What follows belongs to an exercise in optimizing a design on an open flow for a short achievable clock period and few clock cycles; a production flow would make more cautious choices. No run shown here included a check of the RTL's function; only the layout flow was run. Power and IR drop assume default switching activity.

<file path="flow/design.v">
module encryption_engine (
    input wire sysclk,
    input wire arduino_execute,
    output reg arduino_isfinished,
    input wire arduino_reset,
    input wire [7:0] mem_src_dout,
    output reg mem_src_clk,
    output wire mem_src_oce,
    output reg mem_src_ce,
    output reg mem_src_wre,
    output reg [13:0] mem_src_ad,
    output reg [7:0] mem_src_din,
    input wire [7:0] mem_key_dout,
    output reg mem_key_clk,
    output wire mem_key_oce,
    output reg mem_key_ce,
    output reg mem_key_wre,
    output reg [13:0] mem_key_ad,
    output reg [7:0] mem_key_din,
    input wire [7:0] mem_cmd_dout,
    output reg mem_cmd_clk,
    output wire mem_cmd_oce,
    output reg mem_cmd_ce,
    output reg mem_cmd_wre,
    output reg [13:0] mem_cmd_ad,
    output reg [7:0] mem_cmd_din,
    input wire [7:0] mem_dst_dout,
    output reg mem_dst_clk,
    output wire mem_dst_oce,
    output reg mem_dst_ce,
    output reg mem_dst_wre,
    output reg [13:0] mem_dst_ad,
    output reg [7:0] mem_dst_din,
    input wire [7:0] mem_ram_dout,
    output reg mem_ram_clk,
    output wire mem_ram_oce,
    output reg mem_ram_ce,
    output reg mem_ram_wre,
    output reg [13:0] mem_ram_ad,
    output reg [7:0] mem_ram_din
);
    assign mem_src_oce = 1'b0;
    assign mem_key_oce = 1'b0;
    assign mem_cmd_oce = 1'b0;
    assign mem_dst_oce = 1'b0;
    assign mem_ram_oce = 1'b0;
    localparam NK = 3;            
    localparam FW = 16;           
    localparam IDLE = 0;          
    localparam RD   = 1;          
    localparam DEC  = 2;          
    localparam CHK  = 3;          
    localparam APP  = 4;          
    localparam EXE  = 5;          
    localparam DONE = 6;          
    localparam PWA  = 7;          
    localparam PWB  = 8;          
    localparam PRE  = 9;          
    reg        ph;                
    reg        exe_r;
    reg [9:0]  st;
    reg [13:0] pcn;               
    reg        w_bs, w_lh, w_ll, w_v;    
    reg        w_any;
    reg [7:0]  reg_bank_select;
    reg [4:0]  bank_a, bank_b, bank_c;    
    reg [15:0] lfsr;
    reg        i_fin;
    reg        i_src_ce, i_src_wre, i_key_ce, i_key_wre, i_cmd_ce, i_cmd_wre;
    reg        i_dst_ce, i_dst_wre, i_ram_ce, i_ram_wre;
    reg [13:0] i_src_ad, i_key_ad, i_cmd_ad, i_dst_ad, i_ram_ad;
    reg [7:0]  i_src_din, i_key_din, i_cmd_din, i_dst_din, i_ram_din;
    always @(posedge sysclk) begin
        if (arduino_reset) begin
            arduino_isfinished <= 1'b0;
            mem_src_ce <= 1'b0; mem_src_wre <= 1'b0; mem_src_ad <= 14'd0; mem_src_din <= 8'd0;
            mem_key_ce <= 1'b0; mem_key_wre <= 1'b0; mem_key_ad <= 14'd0; mem_key_din <= 8'd0;
            mem_cmd_ce <= 1'b0; mem_cmd_wre <= 1'b0; mem_cmd_ad <= 14'd0; mem_cmd_din <= 8'd0;
            mem_dst_ce <= 1'b0; mem_dst_wre <= 1'b0; mem_dst_ad <= 14'd0; mem_dst_din <= 8'd0;
            mem_ram_ce <= 1'b0; mem_ram_wre <= 1'b0; mem_ram_ad <= 14'd0; mem_ram_din <= 8'd0;
        end else begin
            arduino_isfinished <= i_fin;
            mem_src_ce <= i_src_ce; mem_src_wre <= i_src_wre; mem_src_ad <= i_src_ad; mem_src_din <= i_src_din;
            mem_key_ce <= i_key_ce; mem_key_wre <= i_key_wre; mem_key_ad <= i_key_ad; mem_key_din <= i_key_din;
            mem_cmd_ce <= i_cmd_ce; mem_cmd_wre <= i_cmd_wre; mem_cmd_ad <= i_cmd_ad; mem_cmd_din <= i_cmd_din;
            mem_dst_ce <= i_dst_ce; mem_dst_wre <= i_dst_wre; mem_dst_ad <= i_dst_ad; mem_dst_din <= i_dst_din;
            mem_ram_ce <= i_ram_ce; mem_ram_wre <= i_ram_wre; mem_ram_ad <= i_ram_ad; mem_ram_din <= i_ram_din;
        end
    end
    reg [7:0] r_src, r_key, r_cmd, r_dst, r_ram;
    wire [39:0] rall = {r_ram, r_dst, r_cmd, r_key, r_src};
    localparam D01 = 0, D19 = 1, D20 = 2, D22 = 3, D24 = 4, D25 = 5, D26 = 6,
               D30 = 7, D31 = 8, D33 = 9, D34 = 10, D35 = 11,
               DSM = 12,          
               DCK = 13,          
               DOP = 14;          
    reg [14:0] dq;
    reg        p_small;           
    reg        p_two;             
    reg        p_35;
    reg [4:0]  p_x, p_y, p_d;     
    reg [7:0]  p_v0, p_v1;        
    reg        conf;              
    reg [15*FW-1:0] fm;           
    reg [14:0]      fw;           
    reg [4:0]       g_rd;         
    reg [4:0]       g_wr;         
    reg [4:0]       g_wrb;        
    reg             pw;           
    reg             g_ne;         
    reg             g_bulk;       
    reg [NK:0]      nks;          
    reg [16*NK-1:0] lk;           
    reg [8*NK-1:0]  kq;           
    reg             fin;          
    reg [13:0] ar;                
    reg [13:0] a1;                
    reg        rv;                
    reg        p1;                
    reg        c0, c1;            
    reg [4:0]  wrr;               
    reg [24:0] sc;                
    reg [39:0] kc;                
    reg [4:0]  wc;                
    function [15:0] lstep8;
        input [15:0] l;
        lstep8 = {l[7:0],
                  l[14]^l[12]^l[11]^l[9],
                  l[13]^l[11]^l[10]^l[8],
                  l[12]^l[10]^l[9]^l[7],
                  l[11]^l[9]^l[8]^l[6],
                  l[10]^l[8]^l[7]^l[5],
                  l[9]^l[7]^l[6]^l[4],
                  l[8]^l[6]^l[5]^l[3],
                  l[7]^l[5]^l[4]^l[2]};
    endfunction
    function [15:0] lstep4;
        input [15:0] l;
        lstep4 = {l[11:0],
                  l[14]^l[12]^l[11]^l[9],
                  l[13]^l[11]^l[10]^l[8],
                  l[12]^l[10]^l[9]^l[7],
                  l[11]^l[9]^l[8]^l[6]};
    endfunction
    function [7:0] keyb;
        input [15:0] l;
        reg [15:0] n;
        begin
            n = lstep8(l);
            keyb = {n[0], n[1], n[2], n[3], n[4], n[5], n[6], n[7]};
        end
    endfunction
    function [4:0] onehot4;
        input [1:0] b;
        onehot4 = {1'b0, b == 2'd3, b == 2'd2, b == 2'd1, b == 2'd0};
    endfunction
    wire [13:0] an = ar + 14'd1;
    wire [13:0] pcn1 = pcn + 14'd1;
    reg [24:0] su;
    reg [4:0] sux, suy;
    integer i, j, c;
    always @(*) begin
        for (j = 0; j < 5; j = j + 1)
            su[j*5 +: 5] = fm[(0*5+j)*FW +: 5] | fm[(1*5+j)*FW +: 5] | fm[(2*5+j)*FW +: 5];
        sux = 5'd0;
        suy = 5'd0;
        for (j = 0; j < 5; j = j + 1) begin
            sux = sux | ({5{p_x[j]}} & su[j*5 +: 5]);
            suy = suy | ({5{p_y[j]}} & su[j*5 +: 5]);
        end
    end
    reg [3*FW-1:0] nf;
    reg [3*FW-1:0] nfq;           
    always @(*) begin
        for (c = 0; c < 3; c = c + 1) begin
            nf[c*FW +: FW] = {p_v0, (p_35 ? nks[NK-1:0] : {NK{1'b0}}), 5'd0};
            for (j = 0; j < 5; j = j + 1)
                nf[c*FW +: FW] = nf[c*FW +: FW]
                    ^ ({FW{p_x[j]}} & fm[(c*5+j)*FW +: FW])
                    ^ ({FW{p_y[j]}} & fm[(c*5+j)*FW +: FW]);
        end
    end
    reg [24:0] sc_n;
    reg [39:0] kc_n;
    reg [4:0]  wc_n;
    reg [FW-1:0] f;
    always @(*) begin
        for (j = 0; j < 5; j = j + 1) begin
            f = c0 ? fm[(0*5+j)*FW +: FW] : c1 ? fm[(1*5+j)*FW +: FW] : fm[(2*5+j)*FW +: FW];
            sc_n[j*5 +: 5] = f[4:0];
            kc_n[j*8 +: 8] = f[15:8];
            for (i = 0; i < NK; i = i + 1)
                kc_n[j*8 +: 8] = kc_n[j*8 +: 8] ^ ({8{f[5+i]}} & kq[i*8 +: 8]);
            wc_n[j] = (c0 ? fw[0*5+j] : c1 ? fw[1*5+j] : fw[2*5+j]) & rv;
        end
    end
    reg [39:0] wd;
    always @(*) begin
        for (j = 0; j < 5; j = j + 1) begin
            wd[j*8 +: 8] = kc[j*8 +: 8];
            for (i = 0; i < 5; i = i + 1)
                wd[j*8 +: 8] = wd[j*8 +: 8] ^ ({8{sc[j*5+i]}} & rall[i*8 +: 8]);
        end
    end
    always @(posedge sysclk) begin
        r_src <= mem_src_dout;
        r_key <= mem_key_dout;
        r_cmd <= mem_cmd_dout;
        r_dst <= mem_dst_dout;
        r_ram <= mem_ram_dout;
        dq[D01] <= (mem_cmd_dout == 8'h01);
        dq[D19] <= (mem_cmd_dout == 8'h19);
        dq[D20] <= (mem_cmd_dout == 8'h20);
        dq[D22] <= (mem_cmd_dout == 8'h22);
        dq[D24] <= (mem_cmd_dout == 8'h24);
        dq[D25] <= (mem_cmd_dout == 8'h25);
        dq[D26] <= (mem_cmd_dout == 8'h26);
        dq[D30] <= (mem_cmd_dout == 8'h30);
        dq[D31] <= (mem_cmd_dout == 8'h31);
        dq[D33] <= (mem_cmd_dout == 8'h33);
        dq[D34] <= (mem_cmd_dout == 8'h34);
        dq[D35] <= (mem_cmd_dout == 8'h35);
        dq[DSM] <= (mem_cmd_dout == 8'h19) || (mem_cmd_dout == 8'h34);
        dq[DCK] <= (mem_cmd_dout == 8'h19) || (mem_cmd_dout == 8'h34) || (mem_cmd_dout == 8'h24) || (mem_cmd_dout == 8'h25) ||
                   (mem_cmd_dout == 8'h26) || (mem_cmd_dout == 8'h30) || (mem_cmd_dout == 8'h35);
        dq[DOP] <= (mem_cmd_dout == 8'h20) || (mem_cmd_dout == 8'h22) || (mem_cmd_dout == 8'h31);
    end
    always @(posedge sysclk) begin
        if (arduino_reset) begin
            ph <= 1'b0;
            mem_src_clk <= 1'b1;
            mem_key_clk <= 1'b1;
            mem_cmd_clk <= 1'b1;
            mem_dst_clk <= 1'b1;
            mem_ram_clk <= 1'b1;
            exe_r <= 1'b0;
        end else begin
            ph <= ~ph;
            mem_src_clk <= ~mem_src_clk;
            mem_key_clk <= ~mem_key_clk;
            mem_cmd_clk <= ~mem_cmd_clk;
            mem_dst_clk <= ~mem_dst_clk;
            mem_ram_clk <= ~mem_ram_clk;
            exe_r <= arduino_execute;
        end
    end
    wire op = st[DEC] & ~w_any;           
    wire grp_end = (st[EXE] && !rv && !p1 && !pw) || st[PWB];
    wire fetch = (st[DEC] & (w_bs | w_lh | w_ll | (~w_any & ~dq[D01] & ~dq[DCK])))
               | (st[APP] & ~conf)
               | (st[IDLE] & exe_r);
    always @(posedge sysclk) begin
        if (arduino_reset) begin
            i_fin <= 1'b0;
            st <= 10'd1 << IDLE;
            pcn <= 14'd0;
            w_bs <= 1'b0;
            w_lh <= 1'b0;
            w_ll <= 1'b0;
            w_v <= 1'b0;
            w_any <= 1'b0;
            reg_bank_select <= 8'd0;
            bank_a <= 5'b00001;
            bank_b <= 5'b00001;
            bank_c <= 5'b00001;
            lfsr <= 16'd0;
            p_small <= 1'b0;
            p_two <= 1'b0;
            p_35 <= 1'b0;
            p_x <= 5'd0;
            p_y <= 5'd0;
            p_d <= 5'd0;
            p_v0 <= 8'd0;
            p_v1 <= 8'd0;
            conf <= 1'b0;
            nfq <= {3*FW{1'b0}};
            for (c = 0; c < 3; c = c + 1)
                for (j = 0; j < 5; j = j + 1)
                    fm[(c*5+j)*FW +: FW] <= (16'd1 << j);
            fw <= 15'd0;
            g_rd <= 5'd0;
            g_wr <= 5'd0;
            g_wrb <= 5'd0;
            pw <= 1'b0;
            g_ne <= 1'b0;
            g_bulk <= 1'b0;
            nks <= 1;
            lk <= {16*NK{1'b0}};
            kq <= {8*NK{1'b0}};
            fin <= 1'b0;
            ar <= 14'd0;
            a1 <= 14'd0;
            rv <= 1'b0;
            p1 <= 1'b0;
            c0 <= 1'b0;
            c1 <= 1'b0;
            wrr <= 5'd0;
            sc <= 25'd0;
            kc <= 40'd0;
            wc <= 5'd0;
            i_src_ce <= 1'b0; i_src_wre <= 1'b0; i_src_ad <= 14'd0; i_src_din <= 8'd0;
            i_key_ce <= 1'b0; i_key_wre <= 1'b0; i_key_ad <= 14'd0; i_key_din <= 8'd0;
            i_cmd_ce <= 1'b0; i_cmd_wre <= 1'b0; i_cmd_ad <= 14'd0; i_cmd_din <= 8'd0;
            i_dst_ce <= 1'b0; i_dst_wre <= 1'b0; i_dst_ad <= 14'd0; i_dst_din <= 8'd0;
            i_ram_ce <= 1'b0; i_ram_wre <= 1'b0; i_ram_ad <= 14'd0; i_ram_din <= 8'd0;
        end else if (ph) begin
            if (st[EXE]) i_cmd_ad <= an;
            else if (st[PRE]) i_cmd_ad <= 14'd0;
            else i_cmd_ad <= pcn;
            if (st[IDLE]) i_fin <= 1'b0;
            if (st[RD]) st <= 10'd1 << DEC;
            if (st[DEC]) begin
                w_bs <= ~w_any & dq[D20];
                w_lh <= ~w_any & dq[D31];
                w_ll <= w_lh;
                w_v <= ~w_any & dq[D22];
                w_any <= (~w_any & dq[DOP]) | w_lh;
                p_small <= ~w_any & dq[DSM];
                p_two <= ~w_any & dq[D34];
                p_35 <= ~w_any & dq[D35];
                p_v0 <= w_v ? r_cmd :
                        dq[D19] ? reg_bank_select :
                        dq[D34] ? lfsr[15:8] : 8'd0;
                p_v1 <= lfsr[7:0];
                p_x <= w_v ? 5'd0 : dq[D26] ? 5'b10000 : bank_a;
                p_y <= (~w_any & dq[D30]) ? bank_b : 5'd0;
                p_d <= (w_v | dq[D26]) ? bank_a :
                       dq[D25] ? 5'b10000 :
                       dq[D30] ? bank_c :
                       dq[DSM] ? 5'b01000 : bank_b;
                if (w_bs) begin
                    reg_bank_select <= r_cmd;
                    bank_a <= onehot4(r_cmd[7:6]);
                    bank_b <= onehot4(r_cmd[5:4]);
                    bank_c <= onehot4(r_cmd[3:2]);
                end
                if (w_lh) lfsr[15:8] <= r_cmd;
                if (w_ll) lfsr[7:0] <= r_cmd;
                if (op & dq[D33]) lfsr <= {lfsr[14:0], lfsr[14]^lfsr[12]^lfsr[11]^lfsr[9]};
                if (op & dq[D01]) begin
                    i_cmd_ce <= 1'b0;
                    fin <= 1'b1;
                    if (g_ne) begin
                        st <= 10'd1 << PRE;
                    end else begin
                        i_fin <= 1'b1;
                        st <= 10'd1 << DONE;
                    end
                end
                if (w_v | (op & dq[DCK])) st <= 10'd1 << CHK;
            end
            if (st[CHK]) begin
                conf <= g_ne && !p_small &&
                        ((|(p_d & g_rd)) | (|((sux | suy) & (g_wrb | p_d)))
                         | (p_35 && nks[NK]));
                nfq <= nf;
                st <= 10'd1 << APP;
            end
            if (st[APP]) begin
                if (conf) begin
                    st <= 10'd1 << PRE;
                end else begin
                    g_ne <= 1'b1;
                    if (p_small) begin
                        fm[(0*5+3)*FW +: FW] <= {p_v0, 8'd0};
                        fw[0*5+3] <= 1'b1;
                        if (p_two) begin
                            fm[(1*5+3)*FW +: FW] <= {p_v1, 8'd0};
                            fw[1*5+3] <= 1'b1;
                        end
                        g_wr[3] <= 1'b1;
                    end else begin
                        g_bulk <= 1'b1;
                        for (c = 0; c < 3; c = c + 1)
                            for (j = 0; j < 5; j = j + 1)
                                if (p_d[j]) begin
                                    fm[(c*5+j)*FW +: FW] <= nfq[c*FW +: FW];
                                    fw[c*5+j] <= 1'b1;
                                end
                        g_rd <= g_rd | sux | suy;
                        g_wr <= g_wr | p_d;
                        g_wrb <= g_wrb | p_d;
                        if (p_35) begin
                            for (i = 0; i < NK; i = i + 1)
                                if (nks[i]) lk[i*16 +: 16] <= lfsr;
                            nks <= {nks[NK-1:0], 1'b0};
                            lfsr <= lstep4(lfsr);
                        end
                    end
                end
            end
            if (fetch) begin
                pcn <= pcn1;
                i_cmd_ce <= 1'b1;
                st <= 10'd1 << RD;
            end
            if (st[PRE]) begin
                wrr <= g_wrb | (g_wr & ~g_rd);
                pw <= g_wr[3] & ~g_wrb[3] & g_rd[3];
                i_src_ad <= 14'd0; i_src_ce <= g_rd[0] & ~g_wr[0]; i_src_wre <= g_wr[0];
                i_key_ad <= 14'd0; i_key_ce <= g_rd[1] & ~g_wr[1]; i_key_wre <= g_wr[1];
                i_cmd_ce <= g_rd[2]; i_cmd_wre <= 1'b0;
                i_dst_ad <= 14'd0; i_dst_ce <= g_rd[3] & ~g_wrb[3];
                i_dst_wre <= g_wrb[3] | (g_wr[3] & ~g_rd[3]);
                i_ram_ad <= 14'd0; i_ram_ce <= g_rd[4] & ~g_wr[4]; i_ram_wre <= g_wr[4];
                for (i = 0; i < NK; i = i + 1)
                    kq[i*8 +: 8] <= keyb(lk[i*16 +: 16]);
                ar <= 14'd0;
                rv <= 1'b1;
                p1 <= 1'b0;
                c0 <= 1'b1;
                c1 <= 1'b0;
                st <= 10'd1 << EXE;
            end
            if (st[EXE]) begin
                ar <= an;
                if (g_bulk ? (&ar) : c1) rv <= 1'b0;
                c0 <= 1'b0;
                c1 <= c0;
                p1 <= rv;
                a1 <= ar;
                sc <= sc_n;
                kc <= kc_n;
                wc <= wc_n;
                for (i = 0; i < NK; i = i + 1) begin
                    lk[i*16 +: 16] <= lstep8(lk[i*16 +: 16]);
                    kq[i*8 +: 8] <= keyb(lstep8(lk[i*16 +: 16]));
                end
                if (wrr[0]) begin i_src_ad <= a1; i_src_din <= wd[0*8 +: 8]; i_src_ce <= wc[0]; end
                else begin i_src_ad <= an; end
                if (wrr[1]) begin i_key_ad <= a1; i_key_din <= wd[1*8 +: 8]; i_key_ce <= wc[1]; end
                else begin i_key_ad <= an; end
                if (wrr[3]) begin i_dst_ad <= a1; i_dst_din <= wd[3*8 +: 8]; i_dst_ce <= wc[3]; end
                else begin i_dst_ad <= an; end
                if (wrr[4]) begin i_ram_ad <= a1; i_ram_din <= wd[4*8 +: 8]; i_ram_ce <= wc[4]; end
                else begin i_ram_ad <= an; end
                if (!rv && !p1) begin
                    i_src_ce <= 1'b0; i_src_wre <= 1'b0;
                    i_key_ce <= 1'b0; i_key_wre <= 1'b0;
                    i_cmd_ce <= 1'b0; i_cmd_wre <= 1'b0;
                    i_dst_ce <= 1'b0; i_dst_wre <= 1'b0;
                    i_ram_ce <= 1'b0; i_ram_wre <= 1'b0;
                    if (pw) begin
                        i_dst_ad <= 14'd0;
                        i_dst_din <= fm[(0*5+3)*FW+8 +: 8];
                        i_dst_ce <= fw[0*5+3];
                        i_dst_wre <= 1'b1;
                        st <= 10'd1 << PWA;
                    end
                end
            end
            if (st[PWA]) begin
                i_dst_ad <= 14'd1;
                i_dst_din <= fm[(1*5+3)*FW+8 +: 8];
                i_dst_ce <= fw[1*5+3];
                st <= 10'd1 << PWB;
            end
            if (st[PWB]) begin
                i_dst_ce <= 1'b0;
                i_dst_wre <= 1'b0;
            end
            if (grp_end) begin
                for (c = 0; c < 3; c = c + 1)
                    for (j = 0; j < 5; j = j + 1)
                        fm[(c*5+j)*FW +: FW] <= (16'd1 << j);
                fw <= 15'd0;
                g_rd <= 5'd0;
                g_wr <= 5'd0;
                g_wrb <= 5'd0;
                g_ne <= 1'b0;
                g_bulk <= 1'b0;
                nks <= 1;
                if (fin) begin
                    i_fin <= 1'b1;
                    st <= 10'd1 << DONE;
                end else begin
                    st <= 10'd1 << CHK;
                end
            end
            if (st[DONE]) begin
                fin <= 1'b0;
                pcn <= 14'd0;
                if (!exe_r) begin
                    i_fin <= 1'b0;
                    st <= 10'd1 << IDLE;
                end
            end
        end
    end
endmodule
</file>
<file path="flow/run.sh">
#!/bin/bash
# synth_recipe.tcl (not shown) runs the flow's synth.tcl, then flattens the netlist and writes it again
# the make line also repeats each setting of config.mk as NAME=value (left out here)
make -C /OpenROAD-flow-scripts/flow DESIGN_CONFIG=/design/flow/config.mk WORK_HOME=/design/flow/orfs CLKGATE_MAP_FILE= SYNTH_SCRIPT=/design/flow/synth_recipe.tcl finish
</file>
<file path="flow/config.mk">
export PLATFORM = sky130hd
export DESIGN_NAME = encryption_engine
export DESIGN_NICKNAME = encryption_engine
export VERILOG_FILES = /design/flow/design.v
export SDC_FILE = /design/flow/constraint.sdc
export NUM_CORES = 4
export LEC_CHECK = 0
export ABC_CLOCK_PERIOD_IN_PS = 2000
export CAP_MARGIN = 20
export CORE_MARGIN = 2
export CORE_UTILIZATION = 40
export SETUP_SLACK_MARGIN = 4.0
export SLEW_MARGIN = 20
</file>
<file path="flow/constraint.sdc">
create_clock -name core_clock -period 6.0 [get_ports {sysclk}]
set_input_delay 1.2000 -clock core_clock [delete_from_list [all_inputs] [get_ports {sysclk}]]
set_output_delay 1.2000 -clock core_clock [all_outputs]
set_load 0.01 [all_outputs]
</file>
==> results of run 1 <==
## cells in the mapped netlist, types with 10 or more instances
| cell type | count | area, um^2 |
|---|---|---|
| a211oi_1 | 72 | 541 |
| a21oi_1 | 485 | 2430 |
| a222oi_1 | 17 | 170 |
| a22o_1 | 10 | 87.6 |
| a22oi_1 | 52 | 390 |
| a2bb2oi_1 | 22 | 193 |
| a31oi_1 | 10 | 62.6 |
| a32oi_1 | 11 | 96.3 |
| and2_1 | 10 | 62.6 |
| buf_1 | 31 | 116 |
| buf_2 | 74 | 370 |
| buf_4 | 26 | 195 |
| buf_6 | 11 | 124 |
| clkbuf_1 | 253 | 950 |
| dfxtp_1 | 863 | 17300 |
| inv_1 | 35 | 131 |
| mux2_2 | 22 | 248 |
| mux2i_1 | 94 | 941 |
| nand2_1 | 976 | 3660 |
| nand2b_1 | 20 | 125 |
| nand3_1 | 249 | 1250 |
| nand3b_1 | 26 | 195 |
| nor2_1 | 343 | 1290 |
| nor2b_1 | 112 | 701 |
| nor3_1 | 47 | 235 |
| o211ai_1 | 99 | 743 |
| o21ai_0 | 200 | 1000 |
| o22ai_1 | 41 | 257 |
| o32ai_1 | 13 | 114 |
| xnor2_1 | 498 | 4360 |
| xor2_1 | 125 | 1090 |
## metal layers
layer | wire, um | vias to the layer above
met1 | 66400 | 18900
met5 | 168 | -
met4 | 12500 | 10
li1 | - | 17400
met3 | 19800 | 743
met2 | 74400 | 2406
## final cells by class
type | count | area, um^2 | area share, %
sequential | 863 | 17400 | 31.8
inverter | 37 | 156 | 0.285
multi-input combinational | 3724 | 25600 | 46.6
clock inverter | 38 | 649 | 1.18
clock buffer | 135 | 2830 | 5.16
timing repair buffer | 474 | 6500 | 11.8
tap | 1368 | 1710 | 3.12
## what timing repair did
action,4_1_cts,5_1_grt
cloned,59,12
buffers inserted,138,50
hold endpoints to repair,0,0
pin swaps,271,240
gates resized for setup,1141,632
endpoints found under the setup margin,874,599
## power breakdown
| part | internal (mW) | switching, mW |
|---|---|---|
| Sequential | 5.75 | 0.0398 |
| Clock | 3.87 | 2.59 |
| Combinational | 0.0987 | 0.208 |
| Total | 9.72 | 2.84 |
## worst paths after layout
check | startpoint | to | slack [ns]
hold reg to reg | mem_cmd_clk | mem_cmd_clk | 0.39
hold / removal | mem_cmd_clk | mem_cmd_clk | 0.39
setup / recovery | mem_dst_din[0] | mem_dst_din[0] | 3.59
setup reg to reg | p1 | fm[206] | 3.67
## metrics by stage
step	area (um^2)	hold WS (ns)	std cells
after CTS	51500	0.392	6577
after detailed placement	43100	0.368	6207
final	54900	0.391	6639
after global placement	43100	0.364	6206
after floorplan	41200	0.402	5011
after global routing	54900	0.399	6639
## flip-flops by register name, summed over array words and instances (netlist names), 10 cells and up
signal      count
nfq            48
dq             14
mem_src_ad     14
i_cmd_ad       14
kq             24
i_src_ad       14
st             10
mem_key_ad     14
sc             20
mem_dst_ad     14
fm            240
i_dst_ad       14
mem_cmd_ad     14
i_ram_ad       14
lk             45
a1             14
ar             14
kc             32
lfsr           16
mem_ram_ad     14
i_key_ad       14
pcn            14
## cells by family (layout without fill, tap and decap cells)
family	Yosys count	after routing	share of synthesized area, %
adders and majority gates	2	2	0.0615
AOI/OAI and AO/OA	1118	1120	16.8
other	1	13	0.00921
muxes	116	116	2.92
DFF	863	863	42.4
xor gates and xnor gates	625	625	13.5
buffers and inverters	434	684	4.70
and+or+nand+nor	1840	1848	19.5
==> flow_summary.toml, run 1 <==
[floorplanning]
rows = 117
core_area_um2 = 101000
die_area_um2 = 104000
die_x_um = 323
die_y_um = 323
start_util_pct = 40.2
io_pins = 174

[yosys]
synth-async-reset-ratio_pct = 0
yosys_most_used_dff = "dfxtp_1"
synth_area_um2 = 40700
yosysUniqueCellTypes = 81
synth.ff_latch_count = 863
yosysWarningCount = 1
syn_avg_cell_area_um2 = 8.14
synth-edff-count = 0
ys_seq_area_share_pct = 42.4
synth_cells = 4999

[cells_and_area]
antennaDiodeCount = 0
final_common_cell = "nand2_1"
drive_gt1_share_pct = 26.0
fin_util_pct = 54.2
num-fill-cells = 8860
layout_common_cells = "nand2_1, dfxtp_1, xnor2_1, nor2_1, a21oi_1"
area_delta_synth_final_pct = 34.8
layout.nets = 5239

[sta]
slew_headroom_pct = 29.4
hold_viol = 0
setup_viol = 0
rsz0062_at_grt = "yes"
min_period_ns = 2.41
slew_violations = 0
worst_slew_pin_slew_ns = 1.05
setup_tns_ns = 0
skew_ns = 0.0584
setup_slack_ns = 3.59
fin_crit_sh_pct = 40.2
fmax_mhz = 415

[critical_path]
cp.arrival_ns = 1.21
start_kind = "flop"
endpoint_kind = "primary output"
crit_fanout = 1
cp.required_ns = 4.80
path_cells = "buf_6"
cp_slowest_cell = "dfxtp_4"
max_stage_delay_ns = 0.40
cp.depth = 1
worstRegToRegCells = 13
critPathKind = "reg2out"
cp_num_buf_inv = 1
path_delay_family = "flip-flops"

[grt]
antenna_found_initial = 7
grt_util_met3_pct = 7.16
grt.met2_usage_pct = 47.5
grt_first_pass_wirelength_mm = 239
grt_overflow = 0
grt_max_degree = 94
busiest_layer = "met2"
grt_pass1_vias = 35800
grt_use_total_pct = 30.6
met1_usage_pct = 39.4

[placed_design]
dp.final_hpwl_mm = 94.7
place_ws_ns = 2.15
gp_congestion = 0.934
port_buffers = 160

[clocking]
cts_made_buffers = 94
cts-root-buf = "clkbuf_16"
cts_buffer_depth = 3
htree_levels = 3
clk_pin_slew_ns = 0.06
cts.hold.buffers_added = 0
clock-sinks = 863
clkLatencyLatePin_ns = 0.71
cts_tree = "done"

[power_and_ir_drop]
powerDensity_nw_per_um2 = 229
peakVddDrop_uv = 259
power_mw = 12.6
power_leakage_nw = 18.1

[detailed_routing]
vias = 39500
wl_per_cell_um = 26.1
drt-pass1-iter-count = 8
vias_per_cell = 5.95
wl_mm = 173
ant_nets = 0
drtIter0Drc = 4924
drc = 0

[run_status]
status = "no timing/DRC/antenna violations"

[hold_path]
min_path_type = "reg2reg"
min_delay_path_depth = 1

[flow_run]
max_cap_violations = 0
==> run 2, diff against run 1 <==
--- a/flow/config.mk
+++ b/flow/config.mk
@@ -9,5 +9,5 @@
 export CAP_MARGIN = 20
 export CORE_MARGIN = 2
-export CORE_UTILIZATION = 40
-export SETUP_SLACK_MARGIN = 4.0
+export CORE_UTILIZATION = 70
+export SETUP_SLACK_MARGIN = 3.8
 export SLEW_MARGIN = 20
==> run 2 against run 1 <==
Against the previous run:
- die area fell by 42%
- clock power is 14% lower
- highest routed layer unchanged
- setup slack better by 0.093 ns
- sequential share of layout area rose by 5.5 points
- cell area down 15%
- sequential cell count did not move
- area after synthesis did not move
- power fell by 7.3%
- critical endpoint is now mem_src_wre
- non-clock buffer count fell by 194
- maximum frequency up 4.0%
- critical path depth is the same
- hold slack worse by 0.0011 ns
- still clean on timing, DRC and antenna
==> flow_summary.toml, run 2 <==
[run_status]
status = "no timing/DRC/antenna violations"

[placed_design]
gp_congestion = 0.968
dpl-instance-area_um2 = 42200
dp.final_hpwl_mm = 86.7
port_buffers = 160

[cells_and_area]
final_common_cell = "nand2_1"
largest_reg_flops = 240
drive_gt1_share_pct = 11.8
top_regs = "fm (240), nfq (48), lk (45)"
top_register = "fm"
layout.nets = 5038
layout_common_cells = "nand2_1, dfxtp_1, xnor2_1, a21oi_1, nor2_1"
area_delta_synth_final_pct = 14.6
finish.instance_area_um2 = 46600

[yosys]
yosysTopAreaCell = "dfxtp_1"
netlist.area_leader.share_pct = 42.4
synth-edff-count = 0
synth.area.top_cells = "dfxtp_1, xnor2_1, nand2_1, a21oi_1, nor2_1"
yosysWarningCount = 1
yosysUniqueCellTypes = 81
synth-async-reset-ratio_pct = 0
ys_seq_area_share_pct = 42.4
yosys_most_used_dff = "dfxtp_1"
synth.ff_latch_count = 863
synth_common_cells = "nand2_1, dfxtp_1, xnor2_1"
syn_avg_cell_area_um2 = 8.14
synth_cells = 4999
synth.most_common_cell = "nand2_1"
synth_area_um2 = 40700

[grt]
grt_max_degree = 205
grt_first_pass_wirelength_mm = 212
grt_overflow = 0
grt_use_total_pct = 45.8
antenna_found_initial = 7
grt_pass1_vias = 35300

[critical_path]
start_kind = "flop"
cp_slowest_cell = "dfxtp_4"
max_stage_delay_ns = 0.36
critPathKind = "reg2out"
endpoint_kind = "primary output"
path_delay_family = "flip-flops"
cp.arrival_ns = 1.12
crit_fanout = 1
cp.required_ns = 4.80
path_cells = "buf_6"
cp_num_buf_inv = 1

[power_and_ir_drop]
clkPwrFrac_pct = 47.9
power_switching_mw = 2.61
powerDensity_nw_per_um2 = 250
power_leakage_nw = 15.6
p_sw_share_pct = 22.4
p_int_mw = 9.03
peakVddDrop_uv = 282
power_mw = 11.6
combPwrFrac_pct = 2.3
p_seq_share_pct = 49.8

[detailed_routing]
ant_nets = 0
wl_mm = 145
vias = 38600
drt-pass1-iter-count = 10
drc = 0
drtIter0Drc = 6087
vias_per_cell = 6.63
wl_per_cell_um = 25.0

[flow_run]
max_cap_violations = 0

[sta]
rsz0062_at_grt = "yes"
fin_crit_sh_pct = 38.7
slew_violations = 0
setup_viol = 0
fmax_mhz = 431
slew_headroom_pct = 9.70
hold_viol = 0
min_period_ns = 2.32
worst_hold_slack_ns = 0.390
worst_slew_pin_slew_ns = 1.34
skew_ns = 0.0224
setup_tns_ns = 0

[floorplanning]
core_area_um2 = 57600
start_util_pct = 70.7
rows = 88
io_pins = 174
die_y_um = 245
die_x_um = 245
die_area_um2 = 60100

[clocking]
cts-root-buf = "clkbuf_16"
htree_levels = 3
clkLatencyLatePin_ns = 0.66
clock-sinks = 863
clk_pin_slew_ns = 0.06
cts_made_buffers = 88
cts_buffer_depth = 3
cts_tree = "done"
cts.hold.buffers_added = 0

[hold_path]
min_path_type = "reg2reg"
run 2: cell count changes in the layout (fill, tap and decap cells not counted), moves of 18 or more:
cell and change:
buf_16 -45, a21oi_2 -180, nand2_4 -138, buf_6 -18, buf_4 -39, nand3_4 -42, o21ai_0 +38, o21ai_1 -31
a21oi_1 +181, nand3_1 +121, buf_12 -63, nand2_1 +157, nand3_2 -79
run 2: cell families (layout without fill, tap and decap cells):
| logic type | count (synthesis) | after routing | synth area share [%] |
|---|---|---|---|
| adder cells (fa/ha/maj) | 2 | 2 | 0.0615 |
| XOR/XNOR | 625 | 625 | 13.5 |
| multiplexers | 116 | 116 | 2.92 |
| AND/OR/NAND/NOR | 1840 | 1849 | 19.5 |
| AO/OA/AOI/OAI | 1118 | 1118 | 16.8 |
| other | 1 | 17 | 0.00921 |
| buffers and inverters | 434 | 474 | 4.70 |
| flip-flops | 863 | 863 | 42.4 |
run 2: layout make-up:
type | instances | area, um^2
multi-input cells | 3723 | 22200
flip-flops and latches | 863 | 17400
fillers | 3810 | 10900
repair buffers | 280 | 3020
clock buffers | 120 | 2540
well taps | 765 | 957
clock inverters | 37 | 368
inverters | 37 | 141
diodes | 4 | 10.0
run 2: power groups by stage:
stage                     registers [mW]  clock network, mW  logic [mW]
final                               5.80               5.58       0.268
after global routing                5.80               5.80       0.277
after CTS                           5.80               5.55       0.251
after detailed placement            5.92                  0       0.225
after global placement              5.92                  0       0.223
after floorplan                     5.91                  0       0.142
run 2: final timing paths:
path | startpoint | endpoint | slack [ns] | depth (start not counted)
worst max register to register | c1 | sc[19] | 3.68 | 5
worst min-delay path | mem_dst_clk | mem_dst_clk | 0.39 | 1
worst max-delay path | mem_src_wre | mem_src_wre | 3.68 | 1
worst min register to register | mem_dst_clk | mem_dst_clk | 0.39 | 1
run 2: routing by layer:
layer / routed length, um / GRT usage, % / up-vias
li1: - / - / 16900
met1: 52400 / 59.5 / 18000
met2: 61200 / 68.4 / 2973
met3: 20800 / 11.4 / 749
met4: 11000 / 28.7 / 10
met5: 68 / 0 / -
run 2: metrics by stage:
step           setup WS [ns]  std cells  utilization [%]
2_1_floorplan           3.64       5011                -
3_3_place_gp            2.38       5597             73.3
3_5_place_dp            2.28       5597             73.3
4_1_cts                 3.61       5795             79.6
5_1_grt                 3.67       5827             81.0
6_report                3.68       5829             81.0
run 2: timing repair:
action,CTS,global route
setup buffers,27,24
gates cloned,14,6
gates resized for setup,681,113
pin swaps,13,18
endpoints found under the setup margin,803,513
hold endpoints to repair,0,0
run 2: worst register-to-register path: cells and delay by family (launching register included):
family                 cells  cell delay [ns]
flip-flops                 1             0.50
AO/OA/AOI/OAI              2             1.19
buffers and inverters      1             0.27
multiplexers               1             0.09
AND/OR/NAND/NOR            1             0.18

==> static timing again, ports no longer ideal <==
The results above use ideal ports. As a check the final layouts listed here were re-extracted and re-timed, cells and wires unchanged. Step 1: set_driving_cell puts a clkbuf_16 on sysclk and a buf_2 on each other input, an assumption about the parent block. Step 2 times the ports against the registers' clock, not the clock port: input delays grow and output delays shrink by t, the midpoint of the rising clock arrivals with the driver on. Three values: ideal ports, drivers, drivers and shift; two values: the first two.
run	t, ns	slack for setup (ns)	worst register clock-pin slew, ns	worst data-port slew with drivers (ns)
run 1	0.757	3.588 / 3.514 / 3.105	0.07 / 0.07	0.31
run 2	0.714	3.680 / 3.612 / 2.988	0.07 / 0.07	0.32
After both steps setup and hold are still met in every run listed. For run 2, which loses most, drivers alone change the setup slack by -0.068 ns; drivers and shift together by -0.692 ns.
